This design comes from an exercise in tuning for small area and a short achievable clock period on the open sky130 flow, not from production work. At most, simulation tests tie the RTL to the original design; equivalence was not proved. Function not checked in runs 1 to 4: the RTL went through the layout flow alone. Power figures rest on the tool's default switching activity, not on a simulated workload.

### config.mk
export PLATFORM = sky130hd
export DESIGN_NAME = alu
export DESIGN_NICKNAME = alu
export VERILOG_FILES = /design/flow/design.v
export SDC_FILE = /design/flow/constraint.sdc
export NUM_CORES = 4
export LEC_CHECK = 0
export ABC_AREA = 1
export CAP_MARGIN = 20
export CORE_MARGIN = 2
export CORE_UTILIZATION = 40
export SETUP_SLACK_MARGIN = 2.5
export SLEW_MARGIN = 20
### constraint.sdc
create_clock -name core_clock -period 5.5 [get_ports {FPUCLK}]
set_input_delay 1.1000 -clock core_clock [delete_from_list [all_inputs] [get_ports {FPUCLK}]]
set_output_delay 1.1000 -clock core_clock [all_outputs]
set_load 0.01 [all_outputs]
### design.v
module alu(
		input  FPUCLK,
		input  [31:0] A, B,
		input  [2:0]  CTRL,
		output reg [31:0] OUT
	);
	wire        v_in = (CTRL[2:1] == 2'b00);
	wire        agb  = (A[30:0] >= B[30:0]);		 
	wire [8:0]  dab  = {1'b0, A[30:23]} - {1'b0, B[30:23]};
	wire [7:0]  dba  = B[30:23] - A[30:23];
	wire        ageb = ~dab[8];						 
	wire [7:0]  d    = ageb ? dab[7:0] : dba;
	wire [4:0]  d5   = (d[7:5] != 3'b000) ? 5'd31 : d[4:0];
	reg  [22:0] ma0, mb0;
	reg  [7:0]  e0;
	reg  [4:0]  d0;
	reg         sa0, sb0, agb0, v0;
	always @(posedge FPUCLK) begin
		ma0  <= A[22:0];
		mb0  <= B[22:0];
		e0   <= ageb ? A[30:23] : B[30:23];
		d0   <= d5;
		sa0  <= A[31];
		sb0  <= B[31] ^ CTRL[0];		 
		agb0 <= agb;
		v0   <= v_in;
	end
	wire [22:0] x1  = agb0 ? ma0 : mb0;	 
	wire [22:0] y1  = agb0 ? mb0 : ma0;	 
	wire        sub = sa0 ^ sb0;
	wire [23:0] ys1 = {1'b1, y1} >> d0;
	reg  [22:0] xm1;
	reg  [23:0] ym1;
	reg  [7:0]  e1;
	reg         s1, sub1, v1;
	always @(posedge FPUCLK) begin
		xm1  <= x1;
		ym1  <= ys1 ^ {24{sub}};
		e1   <= e0;
		s1   <= agb0 ? sa0 : sb0;
		sub1 <= sub;
		v1   <= v0;
	end
	wire [25:0] sum2 = {2'b01, xm1, 1'b1} + {1'b0, ym1, sub1};
	wire [24:0] r2   = {sum2[25] & ~sub1, sum2[24:1]};
	reg  [24:0] r2q;
	reg  [7:0]  e2;
	reg         s2, v2;
	always @(posedge FPUCLK) begin
		r2q <= r2;
		e2  <= e1 + 8'd1;
		s2  <= s1;
		v2  <= v1;
	end
	wire [31:0] lz_in = {r2q, 7'b0};
	wire [15:0] v_1;  wire [15:0] p_1;
	wire [7:0]  v_2;  wire [15:0] p_2;
	wire [3:0]  v_4;  wire [11:0] p_4;
	wire [1:0]  v_8;  wire [7:0]  p_8;
	wire [4:0]  n3;
	genvar gi;
	generate
		for (gi = 0; gi < 16; gi = gi + 1) begin : l1
			assign v_1[gi] = lz_in[2*gi+1] | lz_in[2*gi];
			assign p_1[gi] = ~lz_in[2*gi+1];
		end
		for (gi = 0; gi < 8; gi = gi + 1) begin : l2
			assign v_2[gi] = v_1[2*gi+1] | v_1[2*gi];
			assign p_2[2*gi+1:2*gi] = v_1[2*gi+1] ? {1'b0, p_1[2*gi+1]} : {1'b1, p_1[2*gi]};
		end
		for (gi = 0; gi < 4; gi = gi + 1) begin : l4
			assign v_4[gi] = v_2[2*gi+1] | v_2[2*gi];
			assign p_4[3*gi+2:3*gi] = v_2[2*gi+1] ? {1'b0, p_2[4*gi+3:4*gi+2]} : {1'b1, p_2[4*gi+1:4*gi]};
		end
		for (gi = 0; gi < 2; gi = gi + 1) begin : l8
			assign v_8[gi] = v_4[2*gi+1] | v_4[2*gi];
			assign p_8[4*gi+3:4*gi] = v_4[2*gi+1] ? {1'b0, p_4[6*gi+5:6*gi+3]} : {1'b1, p_4[6*gi+2:6*gi]};
		end
	endgenerate
	assign n3 = v_8[1] ? {1'b0, p_8[7:4]} : {1'b1, p_8[3:0]};
	wire [24:0] t16 = n3[4] ? {r2q[8:0], 16'b0} : r2q;
	wire [24:0] t8  = n3[3] ? {t16[16:0], 8'b0} : t16;
	wire [24:0] t4  = n3[2] ? {t8[20:0], 4'b0}  : t8;
	wire [24:0] t2  = n3[1] ? {t4[22:0], 2'b0}  : t4;
	wire [24:0] t1  = n3[0] ? {t2[23:0], 1'b0}  : t2;
	wire [7:0]  e3  = e2 - {3'b0, n3};
	wire        zero = (r2q == 25'b0);
	always @(posedge FPUCLK) begin
		if (v2)
			OUT <= zero ? 32'h00000000 : {s2, e3, t1[23:1]};
	end
endmodule
### run.sh
#!/bin/bash
# synth_recipe.tcl (not shown) runs the flow's synth.tcl, then flattens the netlist and writes it again
# the make line also repeats each setting of config.mk as NAME=value (left out here)
make -C /OpenROAD-flow-scripts/flow DESIGN_CONFIG=/design/flow/config.mk WORK_HOME=/design/flow/orfs CLKGATE_MAP_FILE= SYNTH_SCRIPT=/design/flow/synth_recipe.tcl finish
==> impl_metrics.tcl, run 1 <==
set metrics [dict create \
    yosysSeqAreaShare_pct 38.9 \
    hpwl_um 21200 \
    mostFrequentLayoutCell "nand2_1" \
    routedWlPerCell_um 14.5 \
    netlist_top_cells_area "dfxtp_1 30%, nand2_1 15%, edfxtp_1 9.1%" \
    crit_type "input port to flip-flop" \
    crit_path_start_kind "input port" \
    synth_compound_area_share_pct 9.94 \
    worstPathRequired_ps 5810 \
    syn_nets 1570 \
    drc 0 \
    yosys.area_share.adder_pct 8.62 \
    critical_path.slowest_cell "clkdlybuf4s50_1" \
    critPathArrivalTime_ps 3180 \
    ys_ff_latch 188 \
    max_freq_ghz 0.349 \
    yosys_warnings 1 \
    die_h_um 166 \
    timing.final.max_slew_violations 0 \
    synth_top_family_by_area "simple AND/OR/NAND/NOR gates" \
    die_w_um 166 \
    start_util_pct 40.6 \
    ys_types 50 \
    synth_xor_xnor_area_share_pct 4.92 \
    end_kind "flip-flop" \
    core_area_um2 25900 \
    grt_overflow_total 0 \
    rows 59 \
    synth_top_area_share_pct 29.7 \
    synth.cell_area_um2 10500 \
    layout_common_cells "413 x nand2_1, 190 x nand3_1, 154 x dfxtp_1" \
    htreeDepth 4 \
    slew_headroom_pct 48.9 \
    placed_area_um2 11800 \
    cpPeakStageDelay_ps 510 \
    drt_first_pass_iters 7 \
    tightest_slew_ps 766 \
    gp_congestion 0.892 \
    wl_um 27000 \
    status "finished clean" \
    cts_root_buffer "clkbuf_16" \
    num_vias 9306 \
    holdBufCountCts 0 \
    grt_usage_pct 19.3 \
    p_leak_nw 5.87 \
    hold_viol_final 0 \
    cts_made_buffers 17 \
    fin_crit_sh_pct 52.1 \
    synth.area.mux_share_pct 0 \
    cp_cell_sequence "clkdlybuf4s50_1, inv_1, ha_2, fa_2, o21ai_4, nand2_2, nand3_4, inv_2, nand2_1, nand2_1, nor2_4, nand3_1" \
    ant_nets 0 \
    skew_ps 15.7 \
    design_area_um2 12600 \
    synth_top_area_cell "dfxtp_1" \
    grt_max_degree 75 \
    fillerInstances 2613 \
    ir_drop_mv 0.251 \
    hold_class "flip-flop to flip-flop" \
    cap_violations 0 \
    yosys.area_share.simple_pct 30.6 \
    power_density_nw_per_um2 452 \
    p_total_mw 5.70 \
    port_buffers 99 \
    fin_nets 1655 \
    synth_cells 1432 \
    worstSkewPairLatency_ps 430 \
    diodes 0 \
    area_growth_pct 19.8 \
    crit_top_cell "nand2_1" \
    grt_pass1_vias 8747 \
    io_pins 100 \
    final-setup-viol-count 0 \
    drt_iter0_drc 576 \
    cts_tree "built" \
    avgSynthCellArea_um2 7.34 \
    clk_pin_slew_ps 70 \
    cts.sinks 188 \
    clock_path_buffers 2 \
    drive_gt1_share_pct 7.19 \
    fin_setup_tns_ps 0 \
    min_period_ps 2870 \
    viasPerCell 4.99 \
    die-area_um2 27600 \
    grt_pass1_wl_um 43500 \
    antenna_found_initial 0 \
    rsz0062_at_grt "yes" \
    crit_fanout 5 \
]
-- through the flow --
| stage | utilization [%] | cells | hold WS (ps) | setup slack [ps] |
|---|---|---|---|---|
| CTS | 48.0 | 1859 | 331 | 2500 |
| global placement | 45.3 | 1822 | 311 | 1710 |
| global route | 48.6 | 1865 | 337 | 2410 |
| detailed placement | 45.4 | 1822 | 315 | 1670 |
| finish | 48.6 | 1865 | 327 | 2630 |
| floorplan | - | 1432 | 310 | 2730 |
-- final timing paths --
path           start      end  slack (ps)  cells past startpoint
max reg2reg  r2q[20]  OUT[29]        2640                     17
max            A[23]    d0[0]        2630                     12
min reg2reg       v0       v1         330                      0
min               v0       v1         330                      0
-- critical path: cells and delay by family --
| family | cells | cell delay, ps |
|---|---|---|
| and+or+nand+nor | 6 | 630 |
| adders and majority gates | 2 | 650 |
| AOI/OAI and AO/OA | 1 | 170 |
| buffers and inverters | 3 | 640 |
-- where the power goes --
part | internal (mW) | switching, mW
clock network | 0.727 | 0.526
registers | 1.78 | 0.188
logic | 0.952 | 1.53
-- area by class of cell --
type	instances	area, µm²	share of cell area (%)
Multi-Input combinational cell	1058	5810	46.1
Sequential cell	188	4090	32.4
Timing Repair Buffer	116	1150	9.12
Inverter	135	520	4.13
Clock buffer	21	482	3.82
Tap cell	335	419	3.33
Clock inverter	11	128	1.01
Timing Repair inverter	1	5.00	0.0397
-- kinds of logic (layout without fill, tap and decap cells) --
family          Yosys count  in the layout
simple gates            741            742
compound gates          187            187
xor+xnor                 59             59
buf+inv                 187            284
flops                   188            188
fa+ha+maj                70             70
-- sequential cells by signal (all words and copies together), names as in the netlist, 5 cells and up --
name and cells:
OUT 32, r2q 25, ym1 24, ma0 23, mb0 23, xm1 23
e0 8, e1 8, e2 8, d0 5
-- layer usage --
layer	track usage [%]	routed length (µm)	up-vias
met5	0	0	-
met4	5.67	570	0
met3	3.07	954	37
met2	33.1	13000	198
met1	25.1	12400	4197
li1	-	-	4874
-- synthesized netlist by cell type, drive strengths merged --
cell       n
a211oi     5
a21boi     1
a21o       7
a21oi     59
a31o       1
a31oi      5
and2       1
buf       21
clkbuf    31
clkinv     2
dfxtp    156
edfxtp    32
fa         4
ha        66
inv      133
nand2    423
nand3    193
nand3b     4
nand4     13
nor2      82
nor3      13
nor4       2
o2111ai    1
o211ai    15
o21a       2
o21ai     82
o21bai     4
o22ai      5
or2       10
xnor2      9
xor2      50
-- repair_timing --
| item | 4_1_cts | 5_1_grt |
|---|---|---|
| setup endpoints to repair | 9 | 18 |
| resized for setup | 11 | 27 |
| setup buffers | 4 | 4 |
| pin swaps | 3 | 8 |
| cloned | 1 | 2 |
==> inputs of run 2 (changes only) <==
--- a/config.mk
+++ b/config.mk
@@ -5,9 +5,8 @@
 export SDC_FILE = /design/flow/constraint.sdc
 export NUM_CORES = 4
 export LEC_CHECK = 0
-export ABC_AREA = 1
 export CAP_MARGIN = 20
 export CORE_MARGIN = 2
 export CORE_UTILIZATION = 40
-export SETUP_SLACK_MARGIN = 2.5
+export SETUP_SLACK_MARGIN = 2.0
 export SLEW_MARGIN = 20
==> run 2 against run 1 <==
Still clean on timing, DRC and antenna. Via count is 19% lower. Total power is 4.4% lower. First-iteration DRC count is 45% lower. Clock skew is 1.2 ps lower.
==> impl_metrics.tcl, run 2 <==
set metrics [dict create \
    status "finished clean" \
    clk_pin_slew_ps 70 \
    critPathLaunch "A[26]" \
    cts_tree "built" \
    port_buffers 99 \
    hold_end "e1[0]" \
    end_kind "flip-flop" \
    ys.flop_type "dfxtp_1" \
    synth_most_common_cell "dfxtp_1" \
    cts.sinks 188 \
    num_vias 7563 \
    drt_iter0_drc 318 \
    swShare_pct 35.6 \
    grt_usage_pct 16.8 \
    clock_path_buffers 2 \
    worstSkewPairLatency_ps 430 \
    design_area_um2 12500 \
    ir_drop_mv 0.192 \
    die-area_um2 26400 \
    wl_um 21800 \
    holdCritStartpoint "e0[0]" \
    synth.top_cells.by_count "156 x dfxtp_1, 70 x a21oi_1, 66 x ha_1, 66 x nor2_1, 63 x nand2_1" \
    rr_worst_depth 16 \
    timing.hold.ws_ps 328 \
    grt_pass1_wl_um 35900 \
    syn_nets 1136 \
    area_growth_pct 24.0 \
    regMostFlops "OUT" \
    synth_edf_count 32 \
    p_sw_mw 1.94 \
    diodes 0 \
    grt_max_degree 33 \
    final-setup-viol-count 0 \
    routedWlPerCell_um 15.0 \
    slew_headroom_pct 34.0 \
    cts_root_buffer "clkbuf_16" \
    fin_crit_sh_pct 62.8 \
    crit_path_start_kind "input port" \
    hold_depth 0 \
    ant_nets 0 \
    mostFrequentLayoutCell "dfxtp_1" \
    yosys_warnings 1 \
    timing.final.max_slew_violations 0 \
    die_w_um 162 \
    pwr-share-comb_pct 40.1 \
    core_area_um2 24500 \
    async_reset_ff_share_pct 0 \
    critPathArrivalTime_ps 3740 \
    hpwl_um 16400 \
    gp_congestion 0.899 \
    largest_register_ffs 32 \
    multi_input_area_um2 5750 \
    fin_setup_tns_ps 0 \
    cap_violations 0 \
    hold_viol_final 0 \
    intPower_mw 3.51 \
    drt_first_pass_iters 5 \
    avgSynthCellArea_um2 10.1 \
    grt_pass1_vias 7231 \
    tightest_slew_ps 989 \
    skew_ps 14.6 \
    synth_cells 998 \
    hold_class "flip-flop to flip-flop" \
    start_util_pct 41.1 \
    min_period_ps 3460 \
    drive_gt1_share_pct 17.3 \
    netlist_top_cells_area "dfxtp_1 31%, edfxtp_1 9.6%, ha_1 8.2%" \
    fillerInstances 2210 \
    grt_overflow_total 0 \
    drc 0 \
    rrSetupSlack_ps 2150 \
    top_regs "OUT: 32 flops, r2q: 25 flops, ym1: 24 flops" \
    htreeDepth 4 \
    cts_made_buffers 17 \
    rsz0062_at_grt "yes" \
    yosysSeqAreaShare_pct 40.7 \
    seq_area_um2 4090 \
    synth_top_area_cell "dfxtp_1" \
    io_pins 100 \
    p_clk_share_pct 22.4 \
    placed_area_um2 11300 \
    max_freq_ghz 0.289 \
    ys_types 72 \
    power_density_nw_per_um2 437 \
    layout_common_cells "152 x dfxtp_1, 93 x clkdlybuf4s50_1, 66 x a21oi_1, 66 x nor2_1, 62 x nand2_1" \
    holdBufCountCts 0 \
    antenna_found_initial 0 \
    pwr-share-seq_pct 37.5 \
    die_h_um 162 \
    ys_ff_latch 188 \
    worstPathRequired_ps 5790 \
    r2r_end "OUT[30]" \
    p_leak_nw 5.02 \
    viasPerCell 5.20 \
    rr_startpoint "r2q[8]" \
    synth.cell_area_um2 10000 \
    rows 57 \
    crit_fanout 7 \
    fin_nets 1255 \
    crit_type "input port to flip-flop" \
    synth_top_area_share_pct 31.1 \
]
## run 2: cells by family (layout without fill, tap and decap cells)
group                      Yosys count  after routing  synth area share, %
AOI/OAI and AO/OA                  234            236                 15.2
xor gates and xnor gates            65             65                 5.67
and+or+nand+nor                    217            218                 10.4
DFF                                188            188                 40.7
adders and majority gates           70             70                 9.02
buffers and inverters              107            236                 4.61
muxes                              117            117                 14.4
## run 2: power groups by stage
stage	sequential [mW]	clock (mW)	combinational [mW]
after global placement	2.06	0	1.97
final	2.04	1.22	2.18
after detailed placement	2.06	0	1.98
after floorplan	1.96	0	1.54
after global routing	2.08	1.31	2.42
after CTS	2.03	1.25	2.16
## run 2: critical path, stage by stage
cell and delay [ps]:
clkdlybuf4s50_1 500, inv_1 100, ha_4 280, a21oi_4 140, nand2_4 100, a31oi_4 320, mux2i_2 290, a21oi_2 110
or2_2 320, o211ai_1 200, buf_4 160, o2111ai_1 120
## run 2: what timing repair did
action                                  4_1_cts  5_1_grt
gates cloned                                  4        0
pin swaps                                    16       17
gates resized for setup                      38       27
buffers inserted                             22       10
endpoints found under the setup margin       11        8
## run 2: how the worst max path moves through the flow
stage	endpoint	slack (ps)	cells after the start
global route	d0[1]	1940	12
floorplan	OUT[29]	2000	16
global placement	d0[1]	1030	11
finish	d0[1]	2040	12
detailed placement	d0[1]	930	11
CTS	d0[1]	2000	12
## run 2: routing by layer
metal	track usage, %	part of all wire, %	vias up
li1	-	-	3833
met1	22.2	47	3504
met2	28.3	47	189
met3	2.44	3.4	37
met4	5.95	2.6	0
met5	0	0	-
## run 2: area by class of cell
class,count,area share (%)
Multi-Input combinational cell,706,46.2
Sequential cell,188,32.9
Timing Repair Buffer,140,10.8
Tap cell,324,3.25
Clock buffer,17,3.42
Clock inverter,15,1.44
Inverter,64,2.03
## run 2: per-stage QoR
stage               power, mW  setup slack, ps  util [%]  cells
CTS                      5.43             2000      50.1   1444
detailed placement       4.04              928      46.2   1386
global placement         4.02             1030      46.1   1385
global route             5.81             1940      50.9   1454
finish                   5.44             2040      50.9   1454
floorplan                3.51             2000         -    998
==> inputs of run 3 (changes only) <==
--- a/config.mk
+++ b/config.mk
@@ -5,8 +5,9 @@
 export SDC_FILE = /design/flow/constraint.sdc
 export NUM_CORES = 4
 export LEC_CHECK = 0
+export ABC_AREA = 1
 export CAP_MARGIN = 20
 export CORE_MARGIN = 2
 export CORE_UTILIZATION = 40
-export SETUP_SLACK_MARGIN = 2.0
+export SETUP_SLACK_MARGIN = 3.3
 export SLEW_MARGIN = 20
==> run 3 against run 2 <==
Clock skew is 10 ps higher. Fmax up 40%. Cell count increased by 33%. Critical path depth rose by 4. Flip-flop and latch count unchanged. Register-to-register slack gained 880 ps. Global-route usage is 3.1 points higher. Largest cell class unchanged. Largest power group unchanged.
==> impl_metrics.tcl, run 3 <==
set metrics [dict create \
    grt_use_met1_pct 26.1 \
    regMostFlops "OUT" \
    netlist_top_cells_area "dfxtp_1 30%, nand2_1 15%, edfxtp_1 9.1%" \
    synth_most_common_cell "nand2_1" \
    critPathArrivalTime_ps 2660 \
    ys_types 50 \
    cp_top_family "simple AND/OR/NAND/NOR gates" \
    synth_cells 1432 \
    gp_congestion 0.886 \
    power_density_nw_per_um2 442 \
    grt_busiest_layer "met2" \
    viasPerCell 5.08 \
    crit_type "flip-flop to flip-flop" \
    max_freq_ghz 0.405 \
    synth_top_area_cell "dfxtp_1" \
    clk_pin_slew_ps 70 \
    timing.final.max_slew_violations 0 \
    num_vias 9837 \
    grt_usage_pct 20.0 \
    skew_ps 24.6 \
    final-setup-viol-count 0 \
    start_util_pct 40.6 \
    clock_path_buffers 2 \
    holdCritStartpoint "e0[0]" \
    area_growth_pct 31.6 \
    crit_fanout 4 \
    syn_nets 1570 \
    htreeDepth 4 \
    status "finished clean" \
    diodes 0 \
    grt_pass1_vias 9197 \
    async_reset_ff_share_pct 0 \
    cts_made_buffers 17 \
    die_w_um 166 \
    fin_setup_tns_ps 0 \
    p_leak_nw 6.43 \
    rows 59 \
    pre_cts_ws_ps 2040 \
    top_regs "OUT: 32 flops, r2q: 25 flops, ym1: 24 flops" \
    placed_cells_incl_taps 1819 \
    avgSynthCellArea_um2 7.34 \
    design_area_um2 13800 \
    critPathLaunch "r2q[7]" \
    ys_ff_latch 188 \
    min_period_ps 2470 \
    drt_iter0_drc 646 \
    synth_top_area_share_pct 29.7 \
    drc 0 \
    ys.flop_type "dfxtp_1" \
    path_buf_inv 2 \
    holdBufCountCts 0 \
    layout_common_cells "393 x nand2_1, 187 x nand3_1, 138 x dfxtp_1" \
    routedWlPerCell_um 15.0 \
    rr_startpoint "r2q[7]" \
    cp_cell_sequence "nor2_4, nand2_4, nor2_4, nand2_2, o211ai_1, nand2_4, nand2_8, inv_6, ha_4, fa_2, inv_2, a21oi_2, a21oi_2, nand2_1, a21oi_1, nor2_1" \
    rsz0062_at_grt "yes" \
    grt_overflow_total 0 \
    hold_class "flip-flop to flip-flop" \
    worstPathRequired_ps 5690 \
    crit_path_start_kind "flip-flop" \
    core_area_um2 25900 \
    fin_nets 1725 \
    grt_use_met2_pct 34.0 \
    ir_drop_mv 0.231 \
    yosysSeqAreaShare_pct 38.9 \
    slew_headroom_pct 52.0 \
    setup_ws_ps 3030 \
    hpwl_um 20400 \
    wl_um 28900 \
    cpPeakStageDelay_ps 370 \
    cts_root_buffer "clkbuf_16" \
    drt_first_pass_iters 6 \
    die-area_um2 27600 \
    final_cells 1935 \
    grt_max_degree 76 \
    cts.sinks 188 \
    die_h_um 166 \
    cap_violations 0 \
    placed_area_um2 11900 \
    ant_nets 0 \
    tightest_slew_ps 719 \
    worstSkewPairLatency_ps 440 \
    grt_pass1_wl_um 44900 \
    fin_util_pct 53.4 \
    io_pins 100 \
    largest_register_ffs 32 \
    synth.cell_area_um2 10500 \
    synth_edf_count 32 \
    critical_path.slowest_cell "fa_2" \
    port_buffers 99 \
    cts_tree "built" \
    antenna_found_initial 0 \
    fin_crit_sh_pct 44.9 \
    end_kind "flip-flop" \
    globalRouteMet3Util_pct 3.24 \
    synth.top_cells.by_count "418 x nand2_1, 191 x nand3_1, 156 x dfxtp_1, 128 x inv_1" \
    mostFrequentLayoutCell "nand2_1" \
    hold_viol_final 0 \
    yosys_warnings 1 \
    drive_gt1_share_pct 20.0 \
]
==> run 3: logic make-up (layout without fill, tap and decap cells) <==
logic type / count (synthesis) / in the layout / synth area share, %
AND/OR/NAND/NOR: 741 / 746 / 30.6
flip-flops: 188 / 188 / 38.9
AO/OA/AOI/OAI: 187 / 187 / 9.94
adder cells (fa/ha/maj): 70 / 70 / 8.62
XOR/XNOR: 59 / 59 / 4.92
buffers and inverters: 187 / 350 / 7.11
==> run 3: worst paths after layout <==
check | cells after the start | end | slack [ps]
max reg2reg | 16 | OUT[29] | 3030
min | 0 | e1[0] | 320
min reg2reg | 0 | e1[0] | 320
max | 16 | OUT[29] | 3030
==> run 3: metal layers <==
metal | part of all wire [%] | vias to the layer above
met5 | 0 | -
met1 | 46 | 4472
li1 | - | 5030
met3 | 4.3 | 61
met4 | 2.5 | 0
met2 | 47 | 274
==> run 3: where the power goes <==
group / total, mW / switching [mW] / internal (mW) / leakage [nW]
clock network: 1.29 / 0.565 / 0.729 / 0.304
logic: 2.80 / 1.68 / 1.12 / 4.51
registers: 2.02 / 0.224 / 1.80 / 1.61
total: 6.11 / 2.47 / 3.64 / 6.43
==> run 3: what timing repair did <==
action	4_1_cts	5_1_grt
setup endpoints to repair	99	83
pin swaps	62	53
cloned	5	5
resized for setup	253	133
setup buffers	44	30
==> run 3: final cells by class <==
| type | instances | area (µm²) |
|---|---|---|
| Clock buffer | 18 | 429 |
| Fill cell | 2429 | 12100 |
| Multi-Input combinational cell | 1062 | 6520 |
| Sequential cell | 188 | 4120 |
| Tap cell | 335 | 419 |
| Clock inverter | 14 | 181 |
| Timing Repair Buffer | 180 | 1590 |
| Inverter | 135 | 558 |
| Timing Repair inverter | 3 | 20.0 |
==> run 3: metrics by stage <==
stage	hold WS (ps)	total power [mW]
after CTS	326	5.88
after floorplan	310	3.73
after global placement	310	4.37
final	325	6.11
after detailed placement	312	4.39
after global routing	330	6.55
==> inputs of run 4 (changes only) <==
--- a/config.mk
+++ b/config.mk
@@ -9,5 +9,5 @@
 export CAP_MARGIN = 20
 export CORE_MARGIN = 2
 export CORE_UTILIZATION = 40
-export SETUP_SLACK_MARGIN = 3.3
+export SETUP_SLACK_MARGIN = 3.0
 export SLEW_MARGIN = 20
==> run 4 against run 3 <==
Cell count fell by 1.5%. Sequential power barely moved. Global-route usage rose by 0.077 points. Worst setup slack improved by 18 ps. Core utilization fell by 2.2 points. Flip-flop and latch count did not move. Die area did not move. Critical path type unchanged. Register-to-register slack improved by 20 ps. Total power fell by 1.9%. Area after synthesis did not move. Largest cell class unchanged. Non-clock buffer count fell by 27. Critical path depth fell by 2.
==> impl_metrics.tcl, run 4 <==
set metrics [dict create \
    seq_area_um2 4120 \
    io_pins 100 \
    grt_overflow_total 0 \
    worstPathRequired_ps 5680 \
    num_vias 9668 \
    tightest_slew_ps 785 \
    min_period_ps 2450 \
    synth_top_area_cell "dfxtp_1" \
    grt_max_degree 76 \
    holdBufCountCts 0 \
    hpwl_um 21100 \
    synth.cell_area_um2 10500 \
    avgSynthCellArea_um2 7.34 \
    ant_nets 0 \
    core_area_um2 25900 \
    viasPerCell 5.07 \
    htreeDepth 4 \
    fin_crit_sh_pct 44.6 \
    hold_viol_final 0 \
    p_sw_mw 2.39 \
    cts_tree "built" \
    area_growth_pct 26.2 \
    synth_cells 1432 \
    crit_type "flip-flop to flip-flop" \
    cts_made_buffers 17 \
    slew_headroom_pct 47.6 \
    cts.sinks 188 \
    drt_first_pass_iters 5 \
    routedWlPerCell_um 14.8 \
    largest_register_ffs 32 \
    worstSkewPairLatency_ps 430 \
    p_total_mw 6.00 \
    skew_ps 13.5 \
    pre_cts_ws_ps 2030 \
    hold_class "flip-flop to flip-flop" \
    setup_ws_ps 3050 \
    grt_pass1_wl_um 44800 \
    crit_path_start_kind "flip-flop" \
    grt_usage_pct 20.0 \
    cts_root_buffer "clkbuf_16" \
    end_kind "flip-flop" \
    syn_nets 1570 \
    clock_path_buffers 2 \
    cap_violations 0 \
    mostFrequentLayoutCell "nand2_1" \
    regMostFlops "OUT" \
    p_clk_share_pct 21.7 \
    ys_ff_latch 188 \
    timing.hold.ws_ps 328 \
    p_leak_nw 6.17 \
    synth_top_area_share_pct 29.7 \
    grt_pass1_vias 8928 \
    die_h_um 166 \
    critPathArrivalTime_ps 2630 \
    top_regs "OUT: 32 flops, r2q: 25 flops, ym1: 24 flops" \
    port_buffers 99 \
    final-setup-viol-count 0 \
    fillerInstances 2511 \
    die-area_um2 27600 \
    intPower_mw 3.61 \
    power_density_nw_per_um2 452 \
    max_freq_ghz 0.408 \
    swShare_pct 39.9 \
    pwr-share-comb_pct 44.6 \
    rows 59 \
    timing.final.max_slew_violations 0 \
    antenna_found_initial 0 \
    ir_drop_mv 0.210 \
    ys.flop_type "dfxtp_1" \
    synth.top_cells.by_count "418 x nand2_1, 191 x nand3_1, 156 x dfxtp_1, 128 x inv_1" \
    synth_edf_count 32 \
    synth_most_common_cell "nand2_1" \
    drt_iter0_drc 618 \
    drc 0 \
    wl_um 28300 \
    yosys_warnings 1 \
    diodes 0 \
    pwr-share-seq_pct 33.7 \
    holdCritStartpoint "e0[5]" \
    die_w_um 166 \
    multi_input_area_um2 6150 \
    gp_congestion 0.894 \
    crit_fanout 4 \
    critPathLaunch "r2q[22]" \
    fin_nets 1696 \
    rsz0062_at_grt "yes" \
    layout_common_cells "402 x nand2_1, 189 x nand3_1, 139 x dfxtp_1" \
    drive_gt1_share_pct 13.4 \
    fin_setup_tns_ps 0 \
    ys_types 50 \
    async_reset_ff_share_pct 0 \
    rr_startpoint "r2q[22]" \
    yosysSeqAreaShare_pct 38.9 \
    status "finished clean" \
    clk_pin_slew_ps 70 \
    netlist_top_cells_area "dfxtp_1 30%, nand2_1 15%, edfxtp_1 9.1%" \
    start_util_pct 40.6 \
]
run 4: what timing repair did:
action	in CTS	in global routing
resized for setup	78	65
setup buffers	30	18
pin swaps	28	33
endpoints found under the setup margin	43	59
cloned	6	0
run 4: through the flow:
| step | instances | utilization [%] | instance area [µm²] |
|---|---|---|---|
| after global placement | 1820 | 45.6 | 11800 |
| after CTS | 1888 | 49.9 | 12900 |
| after detailed placement | 1820 | 45.6 | 11800 |
| final | 1906 | 51.2 | 13300 |
| after global routing | 1906 | 51.2 | 13300 |
| after floorplan | 1432 | - | 10600 |
run 4: worst paths after layout:
check                 end  slack [ps]  depth (start not counted)
setup reg to reg  OUT[29]        3050                         14
hold / removal      e1[5]         330                          0
hold reg to reg     e1[5]         330                          0
setup / recovery  OUT[29]        3050                         14
run 4: cells by family after synthesis:
family                   after synthesis  synth area share (%)
AO/OA/AOI/OAI                        187                  9.94
AND/OR/NAND/NOR                      741                  30.6
adder cells (fa/ha/maj)               70                  8.62
flip-flops                           188                  38.9
XOR/XNOR                              59                  4.92
buffers and inverters                187                  7.11
run 4: cell type report:
type | instances | area share, %
well taps | 335 | 3.16
clock inverters | 11 | 1.17
inverters | 135 | 4.02
flip-flops and latches | 188 | 31.0
repair inverters | 1 | 0.0377
repair buffers | 153 | 10.6
multi-input cells | 1062 | 46.4
clock buffers | 21 | 3.56
run 4: metal layers:
metal  share of wire [%]  routed length (µm)  vias to the layer above  GRT usage, %
met5                   0                   0                        -             0
met1                  46               12900                     4377          26.7
li1                    -                   -                     4972             -
met2                  47               13400                      273          33.0
met4                 2.8                 782                        0          7.41
met3                 4.3                1210                       46          3.03
run 4: power by group through the flow:
stage | clock network [mW] | logic, mW | registers [mW]
after floorplan | 0 | 1.72 | 1.96
after global placement | 0 | 2.38 | 2.00
after detailed placement | 0 | 2.38 | 2.00
after CTS | 1.33 | 2.54 | 1.98
after global routing | 1.38 | 2.99 | 2.05
final | 1.30 | 2.68 | 2.02
run 4: critical path, stage by stage (launching register included):
cell and delay [ps]:
dfxtp_1 340, nor2_2 160, nand2_4 90, o21ai_0 320
a21oi_2 110, nand2_4 90, inv_2 60, ha_4 160
fa_2 340, inv_1 60, a21oi_1 60, a21oi_2 170
nand2_1 100, a21oi_2 120, nor2_1 50
==> inputs of run 5 (changes only) <==
--- a/design.v
+++ b/design.v
@@ -5,10 +5,11 @@
 		output reg [31:0] OUT
 	);
 	wire        v_in = (CTRL[2:1] == 2'b00);
-	wire        agb  = (A[30:0] >= B[30:0]);		 
 	wire [8:0]  dab  = {1'b0, A[30:23]} - {1'b0, B[30:23]};
 	wire [7:0]  dba  = B[30:23] - A[30:23];
 	wire        ageb = ~dab[8];						 
+	wire        mge  = (A[22:0] >= B[22:0]);
+	wire        agb  = ageb & ((dab[7:0] != 8'b0) | mge);	 
 	wire [7:0]  d    = ageb ? dab[7:0] : dba;
 	wire [4:0]  d5   = (d[7:5] != 3'b000) ? 5'd31 : d[4:0];
 	reg  [22:0] ma0, mb0;
@@ -84,9 +85,9 @@
 	wire [24:0] t2  = n3[1] ? {t4[22:0], 2'b0}  : t4;
 	wire [24:0] t1  = n3[0] ? {t2[23:0], 1'b0}  : t2;
 	wire [7:0]  e3  = e2 - {3'b0, n3};
-	wire        zero = (r2q == 25'b0);
+	wire        zero = ~(v_8[1] | v_8[0]);		 
 	always @(posedge FPUCLK) begin
 		if (v2)
-			OUT <= zero ? 32'h00000000 : {s2, e3, t1[23:1]};
+			OUT <= {s2 & ~zero, e3 & {8{~zero}}, t1[23:1]};
 	end
 endmodule
==> run 5 against run 4 <==
Still clean. First-iteration DRC count up 27%. Global-route usage grew 0.30 points. Routed wire length grew 2.3%. Synthesized cell count grew 2.2%. Die area grew 1.5%. Area after synthesis grew 1.5%. Cell count increased by 2.2%. Flip-flop and latch count unchanged. Clock power decreased by 5%. Clock-buffer cell count is the same. Register-to-register slack worse by 130 ps. Critical endpoint is now OUT[29]. Largest cell class unchanged. Highest routed layer unchanged.
==> impl_metrics.tcl, run 5 <==
set metrics [dict create \
    drt_first_pass_iters 19 \
    min_period_ps 2580 \
    yosys.area_share.simple_pct 33.5 \
    routedWlPerCell_um 14.9 \
    synth_top_family_by_area "simple AND/OR/NAND/NOR gates" \
    synth.top_cells.by_count "404 x nand2_1, 263 x nand3_1, 156 x dfxtp_1, 115 x inv_1, 95 x nor2_1" \
    htreeDepth 4 \
    mostFrequentLayoutCell "nand2_1" \
    p_clk_share_pct 20.5 \
    netlist_top_cells_area "dfxtp_1 29%, nand2_1 14%, nand3_1 12%" \
    ys_ff_latch 188 \
    synth.area.mux_share_pct 0 \
    intPower_mw 3.58 \
    grt_max_degree 53 \
    antenna_found_initial 0 \
    avgSynthCellArea_um2 7.30 \
    synth_most_common_cell "nand2_1" \
    ir_drop_mv 0.210 \
    synth_compound_area_share_pct 8.37 \
    cpPeakStageDelay_ps 380 \
    pwr-share-comb_pct 45.7 \
    cp_top_family "simple AND/OR/NAND/NOR gates" \
    hold_class "flip-flop to flip-flop" \
    swShare_pct 40.8 \
    design_area_um2 13600 \
    placed_area_um2 12000 \
    rr_startpoint "r2q[24]" \
    end_kind "flip-flop" \
    path_buf_inv 2 \
    timing.final.max_slew_violations 0 \
    top_regs "OUT: 32 flops, r2q: 25 flops, ym1: 24 flops" \
    synth_top_area_cell "dfxtp_1" \
    wl_um 28900 \
    drive_gt1_share_pct 15.4 \
    fin_crit_sh_pct 46.9 \
    critPathArrivalTime_ps 2770 \
    holdCritStartpoint "s1" \
    ys_types 46 \
    grt_overflow_total 0 \
    synth_xor_xnor_area_share_pct 4.51 \
    p_sw_mw 2.46 \
    layout_common_cells "388 x nand2_1, 257 x nand3_1, 131 x dfxtp_1" \
    die_h_um 167 \
    cts.sinks 188 \
    syn_nets 1603 \
    worstPathRequired_ps 5690 \
    diodes 0 \
    status "finished clean" \
    slew_headroom_pct 50.8 \
    cts_root_buffer "clkbuf_16" \
    tightest_slew_ps 737 \
    skew_ps 10.4 \
    crit_path_start_kind "flip-flop" \
    worstSkewPairLatency_ps 440 \
    synth_top_area_share_pct 29.3 \
    synth_cells 1463 \
    yosysSeqAreaShare_pct 38.3 \
    synth.cell_area_um2 10700 \
    fillerInstances 2556 \
    clock_path_buffers 2 \
    fin_setup_tns_ps 0 \
    viasPerCell 5.15 \
    rsz0062_at_grt "yes" \
    cts_made_buffers 17 \
    holdBufCountCts 0 \
    cp_cell_sequence "nor2_4, nand2_4, nor2_8, nand2_4, inv_4, nand2_2, nand3_4, inv_8, ha_4, fa_2, nor2_4, o21ai_2, a21oi_2, nor2_2, o21a_1" \
    grt_pass1_wl_um 46100 \
    placed_cells_incl_taps 1851 \
    crit_fanout 5 \
    ys.flop_type "dfxtp_1" \
    num_vias 10036 \
    port_buffers 99 \
    max_freq_ghz 0.388 \
    cts_tree "built" \
    start_util_pct 40.8 \
    gp_congestion 0.934 \
    p_leak_nw 6.21 \
    grt_pass1_vias 9625 \
    final-setup-viol-count 0 \
    die-area_um2 28000 \
    hold_viol_final 0 \
    ant_nets 0 \
    largest_register_ffs 32 \
    crit_type "flip-flop to flip-flop" \
    yosys_warnings 1 \
    async_reset_ff_share_pct 0 \
    die_w_um 167 \
    core_area_um2 26100 \
    power_density_nw_per_um2 443 \
    critical_path.slowest_cell "fa_2" \
    fin_nets 1740 \
    regMostFlops "OUT" \
    area_growth_pct 27.8 \
    synth_edf_count 32 \
    clk_pin_slew_ps 70 \
    rows 59 \
    yosys.area_share.adder_pct 8.72 \
    final_cells 1948 \
    cap_violations 0 \
    drc 0 \
    hpwl_um 21300 \
    io_pins 100 \
    fin_util_pct 52.2 \
    pwr-share-seq_pct 33.9 \
    drt_iter0_drc 785 \
    critPathLaunch "r2q[24]" \
    grt_usage_pct 20.3 \
]
[run 5: final timing paths]
path	end	depth (start not counted)	slack, ps
setup reg to reg	OUT[29]	15	2920
setup / recovery	OUT[29]	15	2920
hold reg to reg	s2	0	330
hold / removal	s2	0	330
[run 5: routing by layer]
layer  GRT usage [%]  up-vias  part of all wire (%)
met2            36.7      249                    50
met1            24.3     4575                    43
met3            3.10       68                   3.3
met4            8.09        0                   3.4
li1                -     5144                     -
met5               0        -                     0
[run 5: power groups by stage]
stage          combinational, mW  sequential, mW  clock, mW
4_1_cts                     2.59            2.03       1.26
6_report                    2.76            2.05       1.24
2_1_floorplan               1.72            1.97          0
5_1_grt                     3.07            2.07       1.32
3_5_place_dp                2.33            2.03          0
3_3_place_gp                2.31            2.03          0
[run 5: repair_timing]
| item | CTS | global route |
|---|---|---|
| resized for setup | 127 | 75 |
| endpoints found under the setup margin | 35 | 25 |
| hold endpoints to repair | 0 | 0 |
| pin swaps | 40 | 44 |
| cloned | 5 | 2 |
| setup buffers | 36 | 22 |
[run 5: through the flow]
stage	total power, mW	worst slack (ps)	hold slack (ps)
detailed placement	4.36	1800	312
floorplan	3.69	2890	310
global route	6.46	2820	331
finish	6.04	2920	326
CTS	5.87	2950	325
global placement	4.34	1850	311
[run 5: final cells by class]
type	instances	area, µm²	share of cell area [%]
clock buffers	21	470	3.45
clock inverters	11	124	0.908
inverters	120	484	3.55
multi-input cells	1108	6520	47.8
flip-flops and latches	188	4130	30.3
well taps	335	419	3.07
repair buffers	162	1480	10.8
repair inverters	3	21.3	0.156
[run 5: worst reg2reg max path, cell delays in order (launching register included)]
cell	delay, ps
dfxtp_4	350
nor2_4	130
nand2_4	90
nor2_8	160
nand2_4	80
inv_4	90
nand2_2	90
nand3_4	130
inv_8	50
ha_4	160
fa_2	380
nor2_4	130
o21ai_2	90
a21oi_2	180
nor2_2	50
o21a_1	170
[run 5: cell families (layout without fill, tap and decap cells)]
group	count (synthesis)	count (layout)
xor gates and xnor gates	55	55
and+or+nand+nor	817	821
adders and majority gates	72	72
buffers and inverters	171	317
DFF	188	188
AOI/OAI and AO/OA	160	160
==> inputs of run 6 (changes only) <==
==> flow/run.sh (new file) <==
#!/bin/bash
set -euo pipefail
bash standard.sh \
  "BUFFER_PORTS_ARGS=-buffer_cell sky130_fd_sc_hd__buf_2" \
  finish > make_finish.log 2>&1
==> standard.sh (new file) <==
#!/bin/bash
# synth_recipe.tcl (not shown) runs the flow's synth.tcl, then flattens the netlist and writes it again
# the make line also repeats each setting of config.mk as NAME=value (left out here)
make -C /OpenROAD-flow-scripts/flow DESIGN_CONFIG=/design/flow/config.mk WORK_HOME=/design/flow/orfs CLKGATE_MAP_FILE= SYNTH_SCRIPT=/design/flow/synth_recipe.tcl "${@:-finish}"
--- a/config.mk
+++ b/config.mk
@@ -8,6 +8,6 @@
 export ABC_AREA = 1
 export CAP_MARGIN = 20
 export CORE_MARGIN = 2
-export CORE_UTILIZATION = 40
+export CORE_UTILIZATION = 55
 export SETUP_SLACK_MARGIN = 3.0
 export SLEW_MARGIN = 20
removed: run.sh
==> run 6 against run 5 <==
Still clean on timing, DRC and antenna. Core utilization increased by 16 points. Clock-buffer cell count decreased by 3. Die area decreased by 27%. Cell count decreased by 4.6%. Fmax decreased by 0.18%. Cell area decreased by 6.2%. Total power decreased by 0.29%. Sequential share of layout area increased by 2.0 points. Via count increased by 0.14%. Largest cell class unchanged. Largest power group unchanged.
==> impl_metrics.tcl, run 6 <==
set metrics [dict create \
    multi_input_area_um2 6310 \
    critPathArrivalTime_ps 2770 \
    grt_max_degree 53 \
    cts_tree "built" \
    hold_viol_final 0 \
    max_freq_ghz 0.387 \
    core_area_um2 18900 \
    pwr-share-comb_pct 44.4 \
    yosysSeqAreaShare_pct 38.3 \
    diodes 0 \
    crit_top_cell "nor2_4" \
    crit_type "flip-flop to flip-flop" \
    top_regs "OUT: 32 flops, r2q: 25 flops, ym1: 24 flops" \
    synth_top_area_share_pct 29.3 \
    rsz0062_at_grt "yes" \
    drc 0 \
    ant_nets 0 \
    grt_pass1_wl_um 44600 \
    power_density_nw_per_um2 471 \
    die-area_um2 20500 \
    synth_edf_count 32 \
    ys.flop_type "dfxtp_1" \
    routedWlPerCell_um 15.3 \
    mostFrequentLayoutCell "nand2_1" \
    largest_register_ffs 32 \
    cp_cell_sequence "nor2_4, nand2_2, nor2_4, nand2_8, inv_8, nand2_2, nand3_4, inv_8, ha_4, fa_2, nor2_4, o21ai_2, a21oi_2, nor2_2, o21a_1" \
    avgSynthCellArea_um2 7.30 \
    p_clk_share_pct 21.8 \
    start_util_pct 56.5 \
    ys_ff_latch 188 \
    slew_headroom_pct 53.1 \
    ir_drop_mv 0.214 \
    worstPathRequired_ps 5690 \
    grt_pass1_vias 9014 \
    p_sw_mw 2.50 \
    fillerInstances 1666 \
    crit_path_start_kind "flip-flop" \
    crit_fanout 5 \
    drive_gt1_share_pct 18.6 \
    min_period_ps 2580 \
    hold_depth 0 \
    synth.top_cells.by_count "404 x nand2_1, 263 x nand3_1, 156 x dfxtp_1, 115 x inv_1, 95 x nor2_1" \
    worstSkewPairLatency_ps 440 \
    drt_first_pass_iters 5 \
    fin_crit_sh_pct 47.0 \
    swShare_pct 41.5 \
    pwr-share-seq_pct 33.8 \
    layout_common_cells "393 x nand2_1, 258 x nand3_1, 134 x dfxtp_1" \
    htreeDepth 4 \
    synth_top_area_cell "dfxtp_1" \
    die_w_um 143 \
    wl_um 28300 \
    status "finished clean" \
    p_leak_nw 6.12 \
    clk_pin_slew_ps 70 \
    cts.sinks 188 \
    placed_cells_incl_taps 1775 \
    cpPeakStageDelay_ps 410 \
    port_buffers 99 \
    synth_cells 1463 \
    rows 50 \
    cts_made_buffers 17 \
    io_pins 100 \
    final_cells 1858 \
    gp_congestion 0.942 \
    seq_area_um2 4130 \
    die_h_um 143 \
    fin_nets 1725 \
    ys_types 46 \
    clock_path_buffers 2 \
    end_kind "flip-flop" \
    viasPerCell 5.41 \
    netlist_top_cells_area "dfxtp_1 29%, nand2_1 14%, nand3_1 12%" \
    grt_overflow_total 0 \
    final-setup-viol-count 0 \
    synth.cell_area_um2 10700 \
    timing.final.max_slew_violations 0 \
    fin_setup_tns_ps 0 \
    skew_ps 14.0 \
    syn_nets 1603 \
    synth_most_common_cell "nand2_1" \
    rr_worst_depth 15 \
    drt_iter0_drc 725 \
    tightest_slew_ps 703 \
    intPower_mw 3.52 \
    regMostFlops "OUT" \
    area_growth_pct 19.9 \
    critical_path.slowest_cell "fa_2" \
    hpwl_um 21000 \
    grt_usage_pct 27.5 \
    antenna_found_initial 0 \
    hold_class "flip-flop to flip-flop" \
    async_reset_ff_share_pct 0 \
    cts_root_buffer "clkbuf_16" \
    yosys_warnings 1 \
    cap_violations 0 \
    num_vias 10050 \
]
[run 6: path summary, 6_finish.rpt]
path                 from      end  slack (ps)
setup / recovery  r2q[16]  OUT[29]        2920
hold / removal      e0[0]    e1[0]         330
setup reg to reg  r2q[16]  OUT[29]        2920
hold reg to reg     e0[0]    e1[0]         330
[run 6: logic make-up after synthesis]
group                    synth area share [%]
adder cells (fa/ha/maj)                  8.72
flip-flops                               38.3
AND/OR/NAND/NOR                          33.5
buffers and inverters                    6.62
XOR/XNOR                                 4.51
AO/OA/AOI/OAI                            8.37
[run 6: final cells by class]
type	instances	area share (%)
repair buffers	149	7.06
repair inverters	1	0.0489
inverters	120	3.81
clock inverters	14	1.46
clock buffers	18	3.52
flip-flops and latches	188	32.3
well taps	260	2.54
multi-input cells	1108	49.3
[run 6: metrics by stage]
stage                     worst slack (ps)  power [mW]  hold WS (ps)  util (%)  instance area [µm²]
after global placement                2370        4.25           310      60.2                11400
after CTS                             2910        5.79           327      65.6                12400
after global routing                  2820        6.40           333      67.7                12800
final                                 2920        6.02           326      67.7                12800
after detailed placement              2300        4.27           315      60.2                11400
after floorplan                       2890        3.69           310         -                10800
[run 6: per-layer routing]
metal	up-vias	global-route usage (%)	part of all wire (%)
met4	0	9.86	2.6
met2	325	43.9	46
met3	55	4.17	5.3
met5	-	0	0
met1	4561	37.9	46
li1	5109	-	-
[run 6: critical path: cells and delay by family, from the launching register on]
| family | cells | cell delay (ps) |
|---|---|---|
| adders and majority gates | 2 | 570 |
| and+or+nand+nor | 8 | 860 |
| AOI/OAI and AO/OA | 3 | 430 |
| buffers and inverters | 2 | 110 |
| DFF | 1 | 360 |
[run 6: what timing repair did]
| item | CTS | global route |
|---|---|---|
| hold buffers | 0 | 0 |
| buffers inserted | 21 | 25 |
| cloned | 5 | 0 |
| pin swaps | 22 | 38 |
| resized for setup | 49 | 68 |
| setup endpoints to repair | 20 | 28 |
[run 6: power groups by stage]
stage | clock network (mW) | logic [mW] | registers [mW]
6_report | 1.32 | 2.67 | 2.04
5_1_grt | 1.38 | 2.95 | 2.06
4_1_cts | 1.33 | 2.44 | 2.02
3_5_place_dp | 0 | 2.24 | 2.03
3_3_place_gp | 0 | 2.23 | 2.02
2_1_floorplan | 0 | 1.72 | 1.97
==> inputs of run 7 (changes only) <==
--- a/config.mk
+++ b/config.mk
@@ -8,6 +8,7 @@
 export ABC_AREA = 1
 export CAP_MARGIN = 20
 export CORE_MARGIN = 2
-export CORE_UTILIZATION = 55
+export CORE_UTILIZATION = 40
+export CTS_BUF_LIST = sky130_fd_sc_hd__clkbuf_8
 export SETUP_SLACK_MARGIN = 3.0
 export SLEW_MARGIN = 20
==> run 7 against run 6 <==
Still clean on timing, DRC and antenna. Fmax shrank 1.9%. Cell area down 2.7%. Sequential share of layout area is 0.79 points higher. Total power shrank 8.0%. Clock power down 23%. Worst setup slack worse by 50 ps. Synthesized cell count unchanged. Non-clock buffer count is 14 lower. Critical endpoint unchanged.
==> impl_metrics.tcl, run 7 <==
set metrics [dict create \
    cts_tree "built" \
    synth.cell_area_um2 10700 \
    tightest_slew_ps 710 \
    hpwl_um 20800 \
    grt_pass1_vias 9045 \
    diodes 0 \
    grt_pass1_wl_um 43700 \
    timing.final.max_slew_violations 0 \
    cts_root_buffer "clkbuf_8" \
    ir_drop_mv 0.171 \
    holdCritStartpoint "e0[4]" \
    avgSynthCellArea_um2 7.30 \
    crit_type "flip-flop to flip-flop" \
    max_freq_ghz 0.380 \
    cpPeakStageDelay_ps 410 \
    crit_fanout 5 \
    end_kind "flip-flop" \
    drive_gt1_share_pct 16.3 \
    cts_made_buffers 17 \
    crit_path_start_kind "flip-flop" \
    drt_first_pass_iters 16 \
    top_regs "OUT: 32 flops, r2q: 25 flops, ym1: 24 flops" \
    synth.top_cells.by_count "404 x nand2_1, 263 x nand3_1, 156 x dfxtp_1, 115 x inv_1, 95 x nor2_1" \
    slew_headroom_pct 52.6 \
    routedWlPerCell_um 14.0 \
    hold_class "flip-flop to flip-flop" \
    rows 59 \
    rsz0062_at_grt "yes" \
    num_vias 9675 \
    gp_congestion 0.937 \
    antenna_found_initial 0 \
    drt_iter0_drc 725 \
    start_util_pct 40.8 \
    fillerInstances 2675 \
    layout_common_cells "395 x nand2_1, 262 x nand3_1, 139 x dfxtp_1" \
    cts.sinks 188 \
    core_area_um2 26100 \
    ant_nets 0 \
    worstSkewPairLatency_ps 480 \
    grt_overflow_total 0 \
    hold_viol_final 0 \
    port_buffers 99 \
    rrSetupSlack_ps 2870 \
    p_leak_nw 5.97 \
    wl_um 26800 \
    grt_usage_pct 19.1 \
    critical_path.slowest_cell "fa_2" \
    rr_worst_depth 15 \
    area_growth_pct 16.6 \
    clk_pin_slew_ps 100 \
    ys_types 46 \
    cap_violations 0 \
    skew_ps 18.3 \
    rr_startpoint "r2q[24]" \
    die_h_um 167 \
    async_reset_ff_share_pct 0 \
    clock_path_buffers 2 \
    r2r_end "OUT[29]" \
    drc 0 \
    synth_most_common_cell "nand2_1" \
    critPathArrivalTime_ps 2860 \
    final-setup-viol-count 0 \
    synth_top_area_cell "dfxtp_1" \
    largest_register_ffs 32 \
    regMostFlops "OUT" \
    io_pins 100 \
    yosysSeqAreaShare_pct 38.3 \
    synth_edf_count 32 \
    timing.hold.ws_ps 320 \
    hold_depth 0 \
    worstPathRequired_ps 5730 \
    syn_nets 1603 \
    mostFrequentLayoutCell "nand2_1" \
    synth_cells 1463 \
    yosys_warnings 1 \
    power_density_nw_per_um2 445 \
    min_period_ps 2630 \
    hold_end "e1[4]" \
    holdBufCountCts 0 \
    htreeDepth 4 \
    cp_cell_sequence "nor2_4, nand2_4, nor2_8, nand2_4, inv_4, nand2_2, nand3_4, clkinv_8, ha_4, fa_2, nor2_4, o21ai_2, a21oi_2, nor2_1, o21a_1" \
    fin_crit_sh_pct 47.9 \
    synth_top_area_share_pct 29.3 \
    fin_setup_tns_ps 0 \
    die-area_um2 28000 \
    fin_nets 1710 \
    ys_ff_latch 188 \
    viasPerCell 5.05 \
    die_w_um 167 \
    grt_max_degree 53 \
    ys.flop_type "dfxtp_1" \
    status "finished clean" \
    netlist_top_cells_area "dfxtp_1 29%, nand2_1 14%, nand3_1 12%" \
]
## run 7: changes by cell type in the layout (fill, tap and decap cells not counted), sizes merged
cell	before	now
inv	131	127
clkinvlp	1	0
bufinv	2	4
buf	149	135
clkinv	1	3
nand2	414	413
## run 7: layer usage
metal	track usage [%]	share of wire, %	vias up
li1	-	-	5069
met1	23.6	45	4342
met2	33.1	49	205
met3	3.14	3.3	59
met4	8.05	3.0	0
met5	0	0	-
## run 7: worst max-delay path by stage
stage                       start       to  slack, ps  cells past startpoint
after global routing       r2q[4]  OUT[29]       2700                     15
final                     r2q[24]  OUT[29]       2870                     15
after floorplan             A[23]    d0[1]       2890                     11
after global placement      B[26]    d0[2]       2360                     10
after detailed placement    A[28]    d0[3]       2280                     11
after CTS                  r2q[4]  OUT[29]       2860                     15
## run 7: per-stage QoR
stage	area, µm²	setup slack, ps	power [mW]	cells	utilization (%)
floorplan	10800	2890	3.69	1463	-
global placement	11500	2360	4.24	1852	44.0
detailed placement	11500	2280	4.26	1852	44.0
CTS	12200	2860	5.39	1899	46.5
global route	12400	2700	5.96	1917	47.6
finish	12400	2870	5.54	1917	47.6
## run 7: logic make-up after synthesis
kind of cell / after synthesis / share of synthesized area, %
and+or+nand+nor: 817 / 33.5
DFF: 188 / 38.3
buffers and inverters: 171 / 6.62
AOI/OAI and AO/OA: 160 / 8.37
adders and majority gates: 72 / 8.72
xor gates and xnor gates: 55 / 4.51
## run 7: what timing repair did
action                                  in CTS  in global routing
buffers inserted                            13                 17
endpoints found under the setup margin      29                 31
cloned                                       3                  1
resized for setup                           27                 52
pin swaps                                   12                 21
## run 7: report_power, final
| part | switching (mW) | internal, mW | leakage [nW] |
|---|---|---|---|
| Clock | 0.502 | 0.518 | 0.231 |
| Sequential | 0.204 | 1.78 | 1.61 |
| Combinational | 1.61 | 0.925 | 4.13 |
## run 7: layout make-up
class | instances | area, µm² | area share (%)
clock buffer | 18 | 248 | 1.99
tap | 335 | 419 | 3.37
timing repair buffer | 135 | 779 | 6.26
multi-input combinational | 1107 | 6190 | 49.7
clock inverter | 13 | 204 | 1.64
timing repair inverter | 1 | 8.76 | 0.0704
sequential | 188 | 4120 | 33.1
inverter | 120 | 485 | 3.90
## run 7: critical path, delay by kind of cell (launching register included)
kind            cells  cell delay (ps)
compound gates      3              420
fa+ha+maj           2              570
buf+inv             2              160
flops               1              360
simple gates        8              890
==> inputs of run 8 (changes only) <==
--- a/config.mk
+++ b/config.mk
@@ -9,6 +9,5 @@
 export CAP_MARGIN = 20
 export CORE_MARGIN = 2
 export CORE_UTILIZATION = 40
-export CTS_BUF_LIST = sky130_fd_sc_hd__clkbuf_8
-export SETUP_SLACK_MARGIN = 3.0
+export SETUP_SLACK_MARGIN = 3.4
 export SLEW_MARGIN = 20
==> run 8 against run 7 <==
Clock power up 25%. Area after synthesis unchanged. Routed wire length up 8.7%. Sequential power about the same. Cell area up 8.7%. Via count up 3.8%. Total power up 11%. First-iteration DRC count down 3.9%. Die area unchanged. Critical path type unchanged. Largest cell class unchanged.
==> impl_metrics.tcl, run 8 <==
set metrics [dict create \
    status "finished clean" \
    die_w_um 167 \
    grt_pass1_vias 9495 \
    holdCritStartpoint "s1" \
    yosys_warnings 1 \
    ys.flop_type "dfxtp_1" \
    drt_iter0_drc 697 \
    fin_nets 1761 \
    gp_congestion 0.910 \
    top_regs "OUT: 32 flops, r2q: 25 flops, ym1: 24 flops" \
    timing.hold.ws_ps 324 \
    ant_nets 0 \
    yosysSeqAreaShare_pct 38.3 \
    grt_use_met1_pct 24.5 \
    viasPerCell 5.10 \
    worstSkewPairLatency_ps 450 \
    final-setup-viol-count 0 \
    core_area_um2 26100 \
    pre_cts_ws_ps 2320 \
    hpwl_um 21400 \
    htreeDepth 4 \
    fin_setup_tns_ps 0 \
    crit_type "flip-flop to flip-flop" \
    ys_types 46 \
    synth_top_area_cell "dfxtp_1" \
    ys_ff_latch 188 \
    skew_ps 16.8 \
    hold_class "flip-flop to flip-flop" \
    die_h_um 167 \
    synth.top_cells.by_count "404 x nand2_1, 263 x nand3_1, 156 x dfxtp_1, 115 x inv_1, 95 x nor2_1" \
    final_cells 1969 \
    async_reset_ff_share_pct 0 \
    rrSetupSlack_ps 3040 \
    fin_util_pct 51.8 \
    synth.cell_area_um2 10700 \
    start_util_pct 40.8 \
    tightest_slew_ps 743 \
    grt_usage_pct 20.6 \
    grt_use_met2_pct 36.5 \
    grt_overflow_total 0 \
    diodes 0 \
    layout_common_cells "383 x nand2_1, 258 x nand3_1, 129 x dfxtp_1" \
    netlist_top_cells_area "dfxtp_1 29%, nand2_1 14%, nand3_1 12%" \
    min_period_ps 2460 \
    p_leak_nw 6.31 \
    r2r_end "OUT[29]" \
    rsz0062_at_grt "yes" \
    mostFrequentLayoutCell "nand2_1" \
    rows 59 \
    hold_end "s2" \
    worstPathRequired_ps 5700 \
    routedWlPerCell_um 14.8 \
    antenna_found_initial 0 \
    avgSynthCellArea_um2 7.30 \
    slew_headroom_pct 50.1 \
    rr_worst_depth 15 \
    area_growth_pct 26.7 \
    drive_gt1_share_pct 23.4 \
    synth_cells 1463 \
    cts.sinks 188 \
    setup_ws_ps 3040 \
    critPathArrivalTime_ps 2660 \
    num_vias 10046 \
    ir_drop_mv 0.190 \
    timing.final.max_slew_violations 0 \
    hold_viol_final 0 \
    io_pins 100 \
    clock_path_buffers 2 \
    globalRouteMet3Util_pct 2.84 \
    crit_path_start_kind "flip-flop" \
    fin_crit_sh_pct 44.7 \
    synth_most_common_cell "nand2_1" \
    regMostFlops "OUT" \
    cts_root_buffer "clkbuf_16" \
    syn_nets 1603 \
    cts_tree "built" \
    cap_violations 0 \
    grt_pass1_wl_um 46500 \
    grt_max_degree 53 \
    drt_first_pass_iters 16 \
    hold_depth 0 \
    largest_register_ffs 32 \
    drc 0 \
    die-area_um2 28000 \
    max_freq_ghz 0.407 \
    crit_fanout 5 \
    power_density_nw_per_um2 453 \
    cts_made_buffers 17 \
    end_kind "flip-flop" \
    synth_top_area_share_pct 29.3 \
    rr_startpoint "r2q[6]" \
    port_buffers 99 \
    holdBufCountCts 0 \
    wl_um 29200 \
    placed_cells_incl_taps 1850 \
    grt_busiest_layer "met2" \
    synth_edf_count 32 \
    clk_pin_slew_ps 80 \
]
==> run 8: cell counts after synthesis <==
No cell type changed its count.
==> run 8: kinds of logic (layout without fill, tap and decap cells) <==
logic type	Yosys count	count (layout)	synth area share (%)
xor gates and xnor gates	55	55	4.51
buffers and inverters	171	338	6.62
DFF	188	188	38.3
and+or+nand+nor	817	821	33.5
adders and majority gates	72	72	8.72
AOI/OAI and AO/OA	160	160	8.37
==> run 8: critical path: stages, from the launching register on <==
cell      delay, ps
dfxtp_2         330
nor2_2          110
nand2_2         100
nor2_2          120
nand2_1          80
o211ai_1        140
nand2_4         100
nand3_4         110
inv_8            40
ha_4            150
fa_2            380
nor2_4          110
o21ai_2          70
a21oi_2         150
nor2_1           60
o21a_1          160
==> run 8: layout make-up <==
| class | count | area (µm²) |
|---|---|---|
| Tap cell | 335 | 419 |
| Fill cell | 2518 | 12600 |
| Timing Repair inverter | 5 | 33.8 |
| Inverter | 120 | 508 |
| Clock buffer | 19 | 454 |
| Sequential cell | 188 | 4140 |
| Clock inverter | 13 | 169 |
| Multi-Input combinational cell | 1108 | 6590 |
| Timing Repair Buffer | 181 | 1220 |
==> run 8: metal layers <==
layer	share of wire (%)	vias up	wire (µm)
li1	-	5191	-
met1	43	4546	12600
met2	50	239	14500
met3	2.9	70	833
met4	4.2	0	1230
met5	0	-	0
==> run 8: per-stage QoR <==
step	instance area [µm²]	total power, mW
6_report	13500	6.12
5_1_grt	13500	6.55
4_1_cts	13100	5.95
3_5_place_dp	11500	4.29
3_3_place_gp	11500	4.28
2_1_floorplan	10900	3.71
==> run 8: how the worst max path moves through the flow <==
stage           start       to  slack [ps]  depth (start not counted)
2_1_floorplan   A[23]    d0[1]        2890                         11
4_1_cts        r2q[8]  OUT[29]        3030                         15
3_5_place_dp    A[23]    d0[0]        2320                         11
5_1_grt        r2q[6]  OUT[29]        2900                         15
6_report       r2q[6]  OUT[29]        3040                         15
3_3_place_gp    A[28]    d0[2]        2380                         11
==> run 8: report_power, final <==
group | leakage (nW) | internal, mW | total [mW] | switching, mW
Sequential | 1.61 | 1.79 | 2.01 | 0.215
Combinational | 4.39 | 1.12 | 2.85 | 1.73
Clock | 0.301 | 0.682 | 1.27 | 0.588
Total | 6.31 | 3.59 | 6.12 | 2.53
==> run 8: timing repair <==
action                                  4_1_cts  5_1_grt
endpoints found under the setup margin       75       59
pin swaps                                    51       26
setup buffers                                55       21
gates cloned                                  6        5
resized for setup                           132       75
==> inputs of run 9 (changes only) <==
--- a/config.mk
+++ b/config.mk
@@ -9,5 +9,5 @@
 export CAP_MARGIN = 20
 export CORE_MARGIN = 2
 export CORE_UTILIZATION = 40
-export SETUP_SLACK_MARGIN = 3.4
+export SETUP_SLACK_MARGIN = 3.0
 export SLEW_MARGIN = 20
==> run 9 against run 8 <==
Critical path type unchanged. Highest routed layer unchanged. Die area is the same. Routed wire length down 7.4%. Worst setup slack lost 99 ps. First-iteration DRC count is 13% higher. Non-clock buffer count shrank 43. Critical path depth is the same. Flip-flop and latch count is the same. Fmax is 3.9% lower. Via count shrank 2.5%.
==> impl_metrics.tcl, run 9 <==
set metrics [dict create \
    grt_pass1_vias 9097 \
    top_regs "OUT: 32 flops, r2q: 25 flops, ym1: 24 flops" \
    synth_edf_count 32 \
    yosysSeqAreaShare_pct 38.3 \
    synth_cells 1463 \
    timing.final.max_slew_violations 0 \
    viasPerCell 5.10 \
    drc 0 \
    worstSkewPairLatency_ps 440 \
    synth.top_cells.by_count "404 x nand2_1, 263 x nand3_1, 156 x dfxtp_1, 115 x inv_1, 95 x nor2_1" \
    netlist_top_cells_area "dfxtp_1 29%, nand2_1 14%, nand3_1 12%" \
    fin_crit_sh_pct 46.5 \
    fin_util_pct 48.5 \
    hold_viol_final 0 \
    port_buffers 99 \
    cts_tree "built" \
    skew_ps 15.0 \
    drive_gt1_share_pct 16.7 \
    rr_worst_depth 15 \
    crit_type "flip-flop to flip-flop" \
    wl_um 27000 \
    rsz0062_at_grt "yes" \
    cap_violations 0 \
    pre_cts_ws_ps 2280 \
    power_density_nw_per_um2 459 \
    cts.sinks 188 \
    final-setup-viol-count 0 \
    ys.flop_type "dfxtp_1" \
    grt_max_degree 53 \
    design_area_um2 12700 \
    cts_made_buffers 17 \
    cts_root_buffer "clkbuf_16" \
    gp_congestion 0.937 \
    clk_pin_slew_ps 70 \
    area_growth_pct 18.8 \
    p_leak_nw 6.07 \
    ir_drop_mv 0.170 \
    routedWlPerCell_um 14.1 \
    mostFrequentLayoutCell "nand2_1" \
    crit_path_start_kind "flip-flop" \
    tightest_slew_ps 696 \
    avgSynthCellArea_um2 7.30 \
    async_reset_ff_share_pct 0 \
    largest_register_ffs 32 \
    grt_pass1_wl_um 44000 \
    drt_first_pass_iters 16 \
    drt_iter0_drc 785 \
    die_h_um 167 \
    diodes 0 \
    io_pins 100 \
    synth_most_common_cell "nand2_1" \
    slew_headroom_pct 53.6 \
    critPathArrivalTime_ps 2740 \
    synth_top_area_cell "dfxtp_1" \
    num_vias 9790 \
    min_period_ps 2560 \
    fillerInstances 2635 \
    rows 59 \
    ys_ff_latch 188 \
    regMostFlops "OUT" \
    max_freq_ghz 0.391 \
    grt_overflow_total 0 \
    placed_area_um2 11500 \
    worstPathRequired_ps 5690 \
    multi_input_area_um2 6220 \
    seq_area_um2 4120 \
    hold_class "flip-flop to flip-flop" \
    synth.cell_area_um2 10700 \
    ys_types 46 \
    start_util_pct 40.8 \
    fin_setup_tns_ps 0 \
    hpwl_um 20800 \
    end_kind "flip-flop" \
    core_area_um2 26100 \
    layout_common_cells "395 x nand2_1, 262 x nand3_1, 139 x dfxtp_1" \
    clock_path_buffers 2 \
    grt_usage_pct 19.3 \
    setup_ws_ps 2940 \
    syn_nets 1603 \
    hold_depth 0 \
    ant_nets 0 \
    die-area_um2 28000 \
    antenna_found_initial 0 \
    status "finished clean" \
    die_w_um 167 \
    htreeDepth 4 \
    yosys_warnings 1 \
    synth_top_area_share_pct 29.3 \
    fin_nets 1714 \
    crit_fanout 5 \
]
==> run 9: cell counts after synthesis <==
No cell type changed its count.
==> run 9: final timing paths <==
| kind | start | end | slack, ps |
|---|---|---|---|
| max | r2q[23] | OUT[29] | 2940 |
| min | e0[4] | e1[4] | 320 |
| max reg2reg | r2q[23] | OUT[29] | 2940 |
| min reg2reg | e0[4] | e1[4] | 320 |
==> run 9: layout make-up <==
cell class | count | share of cell area (%)
multi-input cells | 1108 | 49.0
flip-flops and latches | 188 | 32.5
repair buffers | 138 | 6.33
clock buffers | 21 | 3.89
inverters | 120 | 3.83
well taps | 335 | 3.31
clock inverters | 10 | 1.11
repair inverters | 1 | 0.0493
==> run 9: where the power goes <==
| part | switching [mW] | internal [mW] |
|---|---|---|
| Clock | 0.536 | 0.749 |
| Sequential | 0.209 | 1.79 |
| Combinational | 1.61 | 0.926 |
| Total | 2.36 | 3.46 |
==> run 9: repair_timing <==
action / in CTS / in global routing
hold buffers: 0 / 0
pin swaps: 17 / 26
cloned: 5 / 0
setup endpoints to repair: 31 / 28
gates resized for setup: 34 / 52
setup buffers: 15 / 18
==> run 9: cells by family after synthesis <==
family                   after synthesis  synth area share [%]
AND/OR/NAND/NOR                      817                  33.5
XOR/XNOR                              55                  4.51
adder cells (fa/ha/maj)               72                  8.72
flip-flops                           188                  38.3
buffers and inverters                171                  6.62
AO/OA/AOI/OAI                        160                  8.37
==> run 9: per-layer routing <==
metal	global-route usage, %	part of all wire [%]	wire length [µm]	vias to the layer above
li1	-	-	-	5085
met3	3.07	3.6	978	52
met2	34.0	49	13400	249
met1	23.7	44	12000	4404
met5	0	0	0	-
met4	7.33	2.6	710	0
==> run 9: through the flow <==
| stage | cells | total power [mW] | hold slack [ps] |
|---|---|---|---|
| 6_report | 1921 | 5.82 | 319 |
| 5_1_grt | 1921 | 6.24 | 325 |
| 4_1_cts | 1903 | 5.69 | 320 |
| 3_5_place_dp | 1852 | 4.26 | 313 |
| 3_3_place_gp | 1852 | 4.24 | 310 |
| 2_1_floorplan | 1463 | 3.69 | 310 |
==> run 9: critical path, cell delays in order (launching register included) <==
cell	delay, ps
dfxtp_2	340
nor2_4	150
nand2_4	100
nor2_8	130
nand2_4	80
inv_4	80
nand2_2	80
nand3_4	130
clkinv_8	80
ha_4	160
fa_2	410
nor2_4	130
o21ai_2	70
a21oi_2	150
nor2_1	60
o21a_1	160

what the ideal ports hide:
No port has a modelled driver above. Below, the same layouts with a new extraction and two added sets of constraints. Step 1, drivers: a clkbuf_16 drives FPUCLK and a buf_2 each remaining input, both assumed. Step 2 adds t to the input delays and takes it off the output delays; t is the mean of the earliest and latest rising clock arrival at the registers after step 1. Input paths then give back, and output paths get back, about the clock's delay inside the block. a / b / c = ideal ports / drivers / drivers and shift; a / b = the first two.
run	t (ns)	setup slack, ns	worst setup path after step 2
run 1	0.470	2.633 / 2.639 / 2.179	input to register
run 2	0.472	2.045 / 2.062 / 1.591	input to register
run 3	0.476	3.032 / 3.032 / 2.721	input to register
run 4	0.470	3.050 / 3.050 / 2.632	input to register
run 5	0.487	2.921 / 2.921 / 2.517	input to register
run 6	0.477	2.917 / 2.917 / 2.552	input to register
run 7	0.514	2.866 / 2.866 / 2.569	input to register
run 8	0.491	3.042 / 3.042 / 2.580	input to register
run 9	0.481	2.943 / 2.943 / 2.589	input to register
After both steps every run listed still meets setup and hold. The setup slack of run 8, which loses most, moves by 0.000 ns with the drivers and by -0.462 ns with both steps.
